Context: an optimization exercise on an open-source flow, tuned for small area, a short achievable clock period and few clock cycles per item. The choices shown serve that exercise and are no tape-out recipe.
In this exercise RTL edits were held to simulation tests only and were not proved equivalent to the original.

==> inputs of v15 <==
## aes_8_bit
module aes_8_bit (rst, clk, key_in, d_in, d_out, d_vld);
    input rst, clk;
    input [7:0] key_in;
    input [7:0] d_in;
    output reg [7:0] d_out;
    output reg d_vld;
    reg [6:0] cnt;
    always @(posedge clk) begin
        if (rst) cnt <= 7'd0;
        else if (cnt != 7'd127) cnt <= cnt + 7'd1;
    end
    localparam CW = 33;
    localparam [CW-1:0] CW0 = 33'b100000010000000000000000000000001;
    wire [CW-1:0] nx;
  ...
export LEC_CHECK = 0
export CAP_MARGIN = 20
export CORE_MARGIN = 2
export CORE_UTILIZATION = 50
export SETUP_SLACK_MARGIN = 4.3
export SLEW_MARGIN = 20
create_clock -name core_clock -period 7.0 [get_ports {clk}]
run.sh (not shown) runs the stock make flow with config.mk's settings and CLKGATE_MAP_FILE= SYNTH_SCRIPT=/design/flow/synth_recipe.tcl, a recipe that flattens the netlist after the stock synthesis.
==> inputs of v34, as changes to v15 <==
--- a/flow/design.v
+++ b/flow/design.v
@@ -84,15 +84,16 @@
     wire [7:0] m0 = g0 ^ mt ^ xt(g0 ^ g1);
     wire [7:0] m1 = g1 ^ mt ^ xt(g1 ^ g2);
     wire [7:0] m2 = g2 ^ mt ^ xt(g2 ^ g3);
     wire [7:0] m3 = g3 ^ mt ^ xt(g3 ^ g0);
     wire [31:0] xr = {m0, m1, m2, m3} ^ K0;      
     wire [31:0] xo = {g0, g1, g2, g3} ^ K0;      
     wire [7:0] x0in = d_in ^ key_in;
-    wire [31:0] kiss = K3 ^ (K0 & {32{p1_knew}});
+    wire [31:0] knew;
+    wire [31:0] kiss = p1_knew ? knew : K3;
     wire [31:0] p1_in = p1_dat ? xr :
                         p1_key ? {kiss[23:16], kiss[15:8], kiss[7:0], kiss[31:24]} :
                         {4{x0in}};
     wire [31:0] p1_lin;
     genvar l;
     generate
         for (l = 0; l < 4; l = l + 1) begin : lin
@@ -111,15 +112,15 @@
     always @(posedge clk) P2 <= mid;
     integer i, j;
     always @(posedge clk) begin
         for (i = 0; i < 4; i = i + 1)
             for (j = 0; j < 4; j = j + 1)
                 if (s_row[i] & s_col[j]) S[i][j] <= sb[31-8*i -: 8];
     end
-    wire [31:0] knew = K0 ^ (k_step0 ? (sb ^ {rcv, 24'h0}) : (k_rot ? 32'h0 : K3));
+    assign knew = K0 ^ (k_step0 ? (sb ^ {rcv, 24'h0}) : (k_rot ? 32'h0 : K3));
     always @(posedge clk) begin
         if (ld) begin
             case (cnt[1:0])
                 2'd0: begin
                     if (cnt[3:2] != 2'd0) begin
                         K0 <= K1; K1 <= K2; K2 <= K3;
                     end
Settings changed: CORE_UTILIZATION 50 to 55.
==> summary.md <==
| Metric | Value |
|---|---|
| Status | `no timing/DRC/antenna violations` |
| Routed wl met2 | `30.7 mm` |
| Most frequent cells in the layout | `256 x edfxtp_1, 193 x xnor2_1, 164 x xor2_1` |
| Post-synth net total | `2052` |
| Dpl cells | `2542` |
| Footprint of the multi-input gates | `0.0123 mm^2` |
| Setup bufs post-CTS | `65` |
| Post-synth top cells | `256 x edfxtp_1, 255 x xnor2_1, 196 x xor2_1` |
| Drt pass-1 iters | `8` |
| Reg2reg setup slack | `~4.2 ns` |
| Core area | `0.0429 mm^2` |
Source of the figures above: v15

==> summary.md <==
| Metric | Value |
|---|---|
| Status | `no timing/DRC/antenna violations` |
| Dpl cells | `between 2000 and 3000` |
| Post-synth net total | `2356` |
| Footprint of the multi-input gates | `0.0143 mm^2` |
| Routed wl met2 | `34.7 mm` |
| Drt pass-1 iters | `6` |
| Setup bufs post-CTS | `119` |
| Reg2reg setup slack | `between 3 and 4 ns` |
| Core area | `between 0.04 and 0.05 mm^2` |
| Post-synth top cells | `278 x xnor2_1, 256 x edfxtp_1, 187 x o21ai_0` |
Source of the figures above: v34

Testbench counts of v15, summed over its fixed seeds: cycles 46,592, blocks 512.
Testbench counts of v34, summed over its fixed seeds: cycles 46,592, blocks 512.

---

==> inputs of run M <==
RTL: one of the versions met above, not the one the previous note started from.
Settings: LEC_CHECK=0, CAP_MARGIN=20, CORE_MARGIN=2, CORE_UTILIZATION=55, SETUP_SLACK_MARGIN=4.2, SLEW_MARGIN=20; clock period 7.0 ns.
==> run Z: changes against run M <==
--- a/flow/design.v
+++ b/flow/design.v
@@ -84,16 +84,15 @@
     wire [7:0] m0 = g0 ^ mt ^ xt(g0 ^ g1);
     wire [7:0] m1 = g1 ^ mt ^ xt(g1 ^ g2);
     wire [7:0] m2 = g2 ^ mt ^ xt(g2 ^ g3);
     wire [7:0] m3 = g3 ^ mt ^ xt(g3 ^ g0);
     wire [31:0] xr = {m0, m1, m2, m3} ^ K0;      
     wire [31:0] xo = {g0, g1, g2, g3} ^ K0;      
     wire [7:0] x0in = d_in ^ key_in;
-    wire [31:0] knew;
-    wire [31:0] kiss = p1_knew ? knew : K3;
+    wire [31:0] kiss = K3 ^ (K0 & {32{p1_knew}});
     wire [31:0] p1_in = p1_dat ? xr :
                         p1_key ? {kiss[23:16], kiss[15:8], kiss[7:0], kiss[31:24]} :
                         {4{x0in}};
     wire [31:0] p1_lin;
     genvar l;
     generate
         for (l = 0; l < 4; l = l + 1) begin : lin
@@ -112,15 +111,15 @@
     always @(posedge clk) P2 <= mid;
     integer i, j;
     always @(posedge clk) begin
         for (i = 0; i < 4; i = i + 1)
             for (j = 0; j < 4; j = j + 1)
                 if (s_row[i] & s_col[j]) S[i][j] <= sb[31-8*i -: 8];
     end
-    assign knew = K0 ^ (k_step0 ? (sb ^ {rcv, 24'h0}) : (k_rot ? 32'h0 : K3));
+    wire [31:0] knew = K0 ^ (k_step0 ? (sb ^ {rcv, 24'h0}) : (k_rot ? 32'h0 : K3));
     always @(posedge clk) begin
         if (ld) begin
             case (cnt[1:0])
                 2'd0: begin
                     if (cnt[3:2] != 2'd0) begin
                         K0 <= K1; K1 <= K2; K2 <= K3;
                     end
SETUP_SLACK_MARGIN = 4.3   (was 4.2)
==> reports/qor.csv <==
stage,metric,value,unit
run_status,status,no timing/DRC/antenna violations,
finish,clk_share,5.014,%
yosys,synthMuxAreaShare,2.032,%
finish,n_fill_cell,3019,
yosys,synthTopCellsByCount,"278 x xnor2_1, 256 x edfxtp_1, 187 x o21ai_0",
setup_path,r2r-end,P1[8],
yosys,synth_compound_area_share,17.20,%
die,die_w,210.8,um
placement,post-place-cells,2755,
route,viasPerCell,6.403,
[end of results for run M]
==> reports/qor.csv <==
stage,metric,value,unit
yosys,synthTopCellsByCount,"256 x edfxtp_1, 255 x xnor2_1, 196 x xor2_1",
run_status,status,no timing/DRC/antenna violations,
finish,n_fill_cell,2834,
route,viasPerCell,6.161,
finish,final_core_util,69.22,%
placement,post-place-cells,2475,
yosys,synthMuxAreaShare,2.473,%
setup_path,r2r-end,P1[5],
finish,clk_share,5.268,%
yosys,synth_compound_area_share,15.28,%
grt,grt_use_met2,48.72,%
[end of results for run Z]
Testbench counts of run M, summed over its fixed seeds: cycles 46,592, blocks 512.
Testbench counts of run Z, summed over its fixed seeds: cycles 46,592, blocks 512.

---

==> inputs of trial 22 <==
Another version of the RTL of aes_8_bit (not shown whole).
Settings: LEC_CHECK=0, CAP_MARGIN=20, CELL_PAD_IN_SITES_DETAIL_PLACEMENT=0, CELL_PAD_IN_SITES_GLOBAL_PLACEMENT=0, CORE_MARGIN=2, CORE_UTILIZATION=55, SETUP_SLACK_MARGIN=4.3, SLEW_MARGIN=20; clock period 7.0 ns.
==> inputs of build 18, as changes to trial 22 <==
- CELL_PAD_IN_SITES_DETAIL_PLACEMENT: 0 -> default
- CELL_PAD_IN_SITES_GLOBAL_PLACEMENT: 0 -> default
- CORE_UTILIZATION: 55 -> 50
==> comparison table <==
quantity	build 18	trial 22
Status	no timing/DRC/antenna violations	no timing/DRC/antenna violations
Via count	15.8k	15.9k
Area of the die	0.0443 mm²	0.0404 mm²
Final weighted congestion in routability-driven placement	0.949	0.951
Global-route wire length before repair	89500 µm	89900 µm
Routed length per placed instance	22.8 µm	23.1 µm
WP buf/inv	0	1
Count of instances resized after the clock tree is built	180	179
Worst clock skew	0.0162 ns	0.0169 ns
Count of fill cells added during filler insertion	3393	2969
Min Tclk post-route	2.73 ns	2.74 ns
Fraction of the cycle the final worst path needs	0.390	0.391
Testbench counts of trial 22, summed over its fixed seeds: cycles 47,104, blocks 512.
Testbench counts of build 18, summed over its fixed seeds: cycles 47,104, blocks 512.

---

==> run a: inputs <==
Starting RTL as in the previous note.
make LEC_CHECK=0 CAP_MARGIN=20 CORE_MARGIN=2 CORE_UTILIZATION=55 PLACE_DENSITY_LB_ADDON=0.1 SETUP_SLACK_MARGIN=4.3 SLEW_MARGIN=20 finish   # period 7.0 ns
==> run b: changes against run a <==
--- a/flow/config.mk
+++ b/flow/config.mk
@@ -7,7 +7,6 @@
 export LEC_CHECK = 0
 export CAP_MARGIN = 20
 export CORE_MARGIN = 2
-export CORE_UTILIZATION = 55
-export PLACE_DENSITY_LB_ADDON = 0.1
+export CORE_UTILIZATION = 60
 export SETUP_SLACK_MARGIN = 4.3
 export SLEW_MARGIN = 20
==> run c: changes against run a <==
--- a/flow/config.mk
+++ b/flow/config.mk
@@ -5,9 +5,9 @@
 export SDC_FILE = /design/flow/constraint.sdc
 export NUM_CORES = 4
 export LEC_CHECK = 0
+export ABC_AREA = 1
 export CAP_MARGIN = 20
 export CORE_MARGIN = 2
 export CORE_UTILIZATION = 55
-export PLACE_DENSITY_LB_ADDON = 0.1
 export SETUP_SLACK_MARGIN = 4.3
 export SLEW_MARGIN = 20
==> comparison table <==
|  | run b | run c | run a |
|---|---|---|---|
| Run status | complete, no violations | complete, no violations | complete, no violations |
| Global placement routability congestion | 0.963 | 1.02 | 0.976 |
| Worst-case clock skew | 0.0242 ns | 0.0240 ns | 0.0219 ns |
| Number of vias after detailed routing | 16.1k | 21.6k | 16.1k |
| Total routing usage reported by global routing | 31.5% | 34.6% | 29.4% |
| Start point of the worst min-delay path | S[4][0] | S[4][2] | S[4][6] |
| Final core occ | 73.8% | 64.9% | 68.9% |
| Worst reg-to-reg path cell count | 10 | 11 | 11 |
| Post-synthesis share of cell area spent on and, or, nand and nor gates | 9.65% | 30.9% | 9.65% |
| Fillcell total | 2436 | 3566 | 2793 |
| Non-clock buffer contribution to total cell area | 5.40% | 3.49% | 6.60% |
| Detailed route wirelength on metal2 | 29.5 mm | 35.0 mm | 29.6 mm |
| FF+latch area | 10500 um^2 | 10400 um^2 | 10500 um^2 |
| Dominant cell by count in the synthesized netlist | sky130_fd_sc_hd__edfxtp_1 | sky130_fd_sc_hd__nand2_1 | sky130_fd_sc_hd__edfxtp_1 |
| Initial core utilization | 60.4% | 56.0% | 55.5% |
| Smallest setup slack after layout | 4.24 ns | 4.34 ns | 4.27 ns |
| Maximum single-stage delay on the critical path | 0.43 ns | 0.35 ns | 0.38 ns |
| Sequential area share after synthesis | 48.7% | 44.0% | 48.7% |
| Required time at the worst-slack endpoint | 7.48 ns | 7.43 ns | 7.28 ns |
| Drt first-iter violations | 1559 | 2721 | 1568 |
| FF-to-FF Start | cw[25] | cnt[0] | P2[8] |
Testbench counts of run a, summed over its fixed seeds: cycles 47,104, blocks 512.
Testbench counts of run b, summed over its fixed seeds: cycles 47,104, blocks 512.
Testbench counts of run c, summed over its fixed seeds: cycles 47,104, blocks 512.

---

==> trial 3: inputs <==
aes_8_bit again, from the RTL that the note above started with.
make LEC_CHECK=0 CAP_MARGIN=20 CORE_MARGIN=2 CORE_UTILIZATION=55 SETUP_SLACK_MARGIN=4.6 SLEW_MARGIN=20 finish   # period 7.0 ns
==> trial 95 (differences from trial 3) <==
--- a/flow/design.v
+++ b/flow/design.v
@@ -83,25 +83,20 @@
     wire [7:0] m1 = g1 ^ mt ^ xt(g1 ^ g2);
     wire [7:0] m2 = g2 ^ mt ^ xt(g2 ^ g3);
     wire [7:0] m3 = g3 ^ mt ^ xt(g3 ^ g0);
     wire [31:0] xr = {m0, m1, m2, m3} ^ K0;      
     wire [31:0] xo = {g0, g1, g2, g3} ^ K0;      
     wire [7:0] x0in = d_in ^ key_in;
-    wire [31:0] p1_in = p1_dat ? xr :
-                        p1_key ? {K3[23:16], K3[15:8], K3[7:0], K3[31:24]} :
-                        {4{x0in}};
-    wire [31:0] p1_lin;
-    genvar l;
-    generate
-        for (l = 0; l < 4; l = l + 1) begin : lin
-            sbox_lin u0 (p1_in[31-8*l -: 8], p1_lin[31-8*l -: 8]);
-        end
-    endgenerate
-    always @(posedge clk) P1 <= p1_lin;
+    always @(posedge clk) begin
+        if (p1_dat) P1 <= xr;
+        else if (p1_key) P1 <= {K3[23:16], K3[15:8], K3[7:0], K3[31:24]};
+        else P1 <= {4{x0in}};
+    end
     wire [47:0] mid;
     wire [31:0] sb;
+    genvar l;
     generate
         for (l = 0; l < 4; l = l + 1) begin : lane
             sbox_s1 u1 (P1[31-8*l -: 8], mid[47-12*l -: 12]);
             sbox_s2 u2 (P2[47-12*l -: 12], sb[31-8*l -: 8]);
         end
     endgenerate
@@ -275,16 +270,20 @@
     assign Q[4] = T5 ;
     assign Q[3] = T2 ^ T5 ;
     assign Q[2] = T3 ^ T8 ;
     assign Q[1] = ~T7 ;
     assign Q[0] = ~T9 ;
 endmodule
-module sbox_lin ( A, B );
+module sbox_s1 ( A, M );
     input [7:0] A;
-    output [7:0] B;
+    output [11:0] M;  
+    wire [7:0] B;
     wire R1, R2, R3, R4, R5, R6, R7, R8, R9;
+    wire [3:0] a, b, c, d;
+    wire [1:0] sa, sb;
+    wire al, ah, aa, bl, bh, bb, c1, c2, c3;
     assign R1 = A[7] ^ A[5] ;
     assign R2 = A[7] ^ A[4] ;
     assign R3 = A[6] ^ A[0] ;
     assign R4 = A[5] ^ R3 ;
     assign R5 = A[4] ^ R4 ;
     assign R6 = A[3] ^ A[0] ;
@@ -296,19 +295,12 @@
     assign B[5] = A[1] ^ R4 ;
     assign B[4] = R1 ^ R3 ;
     assign B[3] = A[1] ^ R2 ^ R6 ;
     assign B[2] = A[0] ;
     assign B[1] = R4 ;
     assign B[0] = A[2] ^ R9 ;
-endmodule
-module sbox_s1 ( B, M );
-    input [7:0] B;
-    output [11:0] M;  
-    wire [3:0] a, b, c, d;
-    wire [1:0] sa, sb;
-    wire al, ah, aa, bl, bh, bb, c1, c2, c3;
     assign a = B[7:4];
     assign b = B[3:0];
     assign sa = a[3:2] ^ a[1:0];
     assign sb = b[3:2] ^ b[1:0];
     assign al = a[1] ^ a[0];
     assign ah = a[3] ^ a[2];
--- a/flow/config.mk
+++ b/flow/config.mk
@@ -5,8 +5,8 @@
 export SDC_FILE = /design/flow/constraint.sdc
 export NUM_CORES = 4
 export LEC_CHECK = 0
 export CAP_MARGIN = 20
 export CORE_MARGIN = 2
 export CORE_UTILIZATION = 55
-export SETUP_SLACK_MARGIN = 4.6
+export SETUP_SLACK_MARGIN = 4.0
 export SLEW_MARGIN = 20
==> trial 80 (differences from trial 3) <==
--- a/flow/design.v
+++ b/flow/design.v
@@ -83,25 +83,20 @@
     wire [7:0] m1 = g1 ^ mt ^ xt(g1 ^ g2);
     wire [7:0] m2 = g2 ^ mt ^ xt(g2 ^ g3);
     wire [7:0] m3 = g3 ^ mt ^ xt(g3 ^ g0);
     wire [31:0] xr = {m0, m1, m2, m3} ^ K0;      
     wire [31:0] xo = {g0, g1, g2, g3} ^ K0;      
     wire [7:0] x0in = d_in ^ key_in;
-    wire [31:0] p1_in = p1_dat ? xr :
-                        p1_key ? {K3[23:16], K3[15:8], K3[7:0], K3[31:24]} :
-                        {4{x0in}};
-    wire [31:0] p1_lin;
-    genvar l;
-    generate
-        for (l = 0; l < 4; l = l + 1) begin : lin
-            sbox_lin u0 (p1_in[31-8*l -: 8], p1_lin[31-8*l -: 8]);
-        end
-    endgenerate
-    always @(posedge clk) P1 <= p1_lin;
+    always @(posedge clk) begin
+        if (p1_dat) P1 <= xr;
+        else if (p1_key) P1 <= {K3[23:16], K3[15:8], K3[7:0], K3[31:24]};
+        else P1 <= {4{x0in}};
+    end
     wire [47:0] mid;
     wire [31:0] sb;
+    genvar l;
     generate
         for (l = 0; l < 4; l = l + 1) begin : lane
             sbox_s1 u1 (P1[31-8*l -: 8], mid[47-12*l -: 12]);
             sbox_s2 u2 (P2[47-12*l -: 12], sb[31-8*l -: 8]);
         end
     endgenerate
@@ -275,16 +270,20 @@
     assign Q[4] = T5 ;
     assign Q[3] = T2 ^ T5 ;
     assign Q[2] = T3 ^ T8 ;
     assign Q[1] = ~T7 ;
     assign Q[0] = ~T9 ;
 endmodule
-module sbox_lin ( A, B );
+module sbox_s1 ( A, M );
     input [7:0] A;
-    output [7:0] B;
+    output [11:0] M;  
+    wire [7:0] B;
     wire R1, R2, R3, R4, R5, R6, R7, R8, R9;
+    wire [3:0] a, b, c, d;
+    wire [1:0] sa, sb;
+    wire al, ah, aa, bl, bh, bb, c1, c2, c3;
     assign R1 = A[7] ^ A[5] ;
     assign R2 = A[7] ^ A[4] ;
     assign R3 = A[6] ^ A[0] ;
     assign R4 = A[5] ^ R3 ;
     assign R5 = A[4] ^ R4 ;
     assign R6 = A[3] ^ A[0] ;
@@ -296,19 +295,12 @@
     assign B[5] = A[1] ^ R4 ;
     assign B[4] = R1 ^ R3 ;
     assign B[3] = A[1] ^ R2 ^ R6 ;
     assign B[2] = A[0] ;
     assign B[1] = R4 ;
     assign B[0] = A[2] ^ R9 ;
-endmodule
-module sbox_s1 ( B, M );
-    input [7:0] B;
-    output [11:0] M;  
-    wire [3:0] a, b, c, d;
-    wire [1:0] sa, sb;
-    wire al, ah, aa, bl, bh, bb, c1, c2, c3;
     assign a = B[7:4];
     assign b = B[3:0];
     assign sa = a[3:2] ^ a[1:0];
     assign sb = b[3:2] ^ b[1:0];
     assign al = a[1] ^ a[0];
     assign ah = a[3] ^ a[2];
==> flow/config.mk (replaced) <==
export PLATFORM = sky130hd
export DESIGN_NAME = aes_8_bit
export DESIGN_NICKNAME = aes_8_bit
export VERILOG_FILES = /design/flow/design.v
export SDC_FILE = /design/flow/constraint.sdc
export NUM_CORES = 4
export LEC_CHECK = 0
export CAP_MARGIN = 20
export CORE_MARGIN = 2
export CORE_UTILIZATION = 65
export SETUP_SLACK_MARGIN = 4.4
export SLEW_MARGIN = 20
export TNS_END_PERCENT = 100
==> reports/results.ini <==
[drt]
drt_pass1_iterations = 8

[yosys]
synth-simple-area-share = 0.101
synth_top_area_frac = 0.350
synth_seq_area_share = 0.473

[finish]
non_clock_inverter_count = 33

[timing]
period_needed_ns = 3.08

[outcome]
status = no timing/DRC/antenna violations

The numbers above come from trial 80.

==> reports/results.ini <==
[outcome]
status = no timing/DRC/antenna violations

[yosys]
synth_top_area_frac = 0.360
synth-simple-area-share = 0.0965
synth_seq_area_share = 0.487
synth-warning-count = 2
synth_top_family_by_area = XOR/XNOR gates

[finish]
non_clock_inverter_count = 56
clkCellAreaFrac = 0.0517

[global_routing]
grt_remaining_overflow = 0

[timing]
period_needed_ns = 2.72

[drt]
drt_pass1_iterations = 7

[floorplan]
fp.dieArea_um2 = 40400

The numbers above come from trial 3.

==> reports/results.ini <==
[finish]
dominant_cells = multi-input gates
fillCellCount = 3210
non_clock_inverter_count = 33
nNonClkBuffers = 96

[timing]
period_needed_ns = 3.04

[yosys]
synth_top_area_frac = 0.350
synth-simple-area-share = 0.101
synth_seq_area_share = 0.473

[outcome]
status = no timing/DRC/antenna violations

[global_routing]
antenna_found_initial = 1

The numbers above come from trial 95.

Testbench counts of trial 3, summed over its fixed seeds: cycles 47,104, blocks 512.
Testbench counts of trial 95, summed over its fixed seeds: cycles 47,104, blocks 512.
Testbench counts of trial 80, summed over its fixed seeds: cycles 47,104, blocks 512.

-- static timing again, ports no longer ideal --
How much do the figures lean on ideal ports? The routed layouts below were timed once more, with nothing changed but the port constraints.
Step 1, drivers: a clkbuf_16 drives clk and a buf_2 each remaining input, both assumed.
Step 2, shift: input delay + t, output delay - t, t = (earliest + latest rising clock arrival at the registers) / 2. This alone moves slack from input paths to output paths.
Slacks: ideal ports / drivers / drivers and shift; pairs: ideal ports / drivers.
| run | t (ns) | setup WS [ns] | hold slack, ns | worst setup path at the end | worst data-port slew with drivers (ns) |
|---|---|---|---|---|---|
| v15 | 0.627 | 4.227 / 4.239 / 3.635 | 0.342 / 0.342 / 0.342 | input to register | 0.03 |
| v34 | 0.641 | 3.815 / 3.815 / 3.256 | 0.342 / 0.342 / 0.342 | input to register | 0.04 |
| run M | 0.641 | 3.802 / 3.802 / 3.227 | 0.341 / 0.341 / 0.341 | input to register | 0.03 |
| run Z | 0.625 | 4.123 / 4.123 / 3.693 | 0.338 / 0.338 / 0.338 | input to register | 0.03 |
| trial 22 | 0.631 | 4.263 / 4.263 / 3.694 | 0.338 / 0.338 / 0.338 | input to register | 0.03 |
| build 18 | 0.621 | 4.273 / 4.273 / 3.688 | 0.340 / 0.340 / 0.340 | input to register | 0.03 |
| run a | 0.625 | 4.271 / 4.271 / 3.746 | 0.339 / 0.339 / 0.339 | input to register | 0.04 |
| run b | 0.603 | 4.236 / 4.236 / 3.702 | 0.339 / 0.339 / 0.339 | input to register | 0.04 |
| run c | 0.629 | 4.345 / 4.345 / 3.791 | 0.333 / 0.333 / 0.333 | input to register | 0.04 |
| trial 3 | 0.626 | 4.278 / 4.278 / 3.765 | 0.339 / 0.339 / 0.339 | input to register | 0.03 |
| trial 95 | 0.613 | 3.962 / 3.962 / 3.625 | 0.334 / 0.334 / 0.334 | input to register | 0.03 |
| trial 80 | 0.596 | 3.916 / 3.916 / 3.916 | 0.351 / 0.351 / 0.351 | register to register | 0.05 |
After both steps every run listed still meets setup and hold. For v15, which loses most, drivers alone change the setup slack by +0.012 ns; drivers and shift together by -0.592 ns.
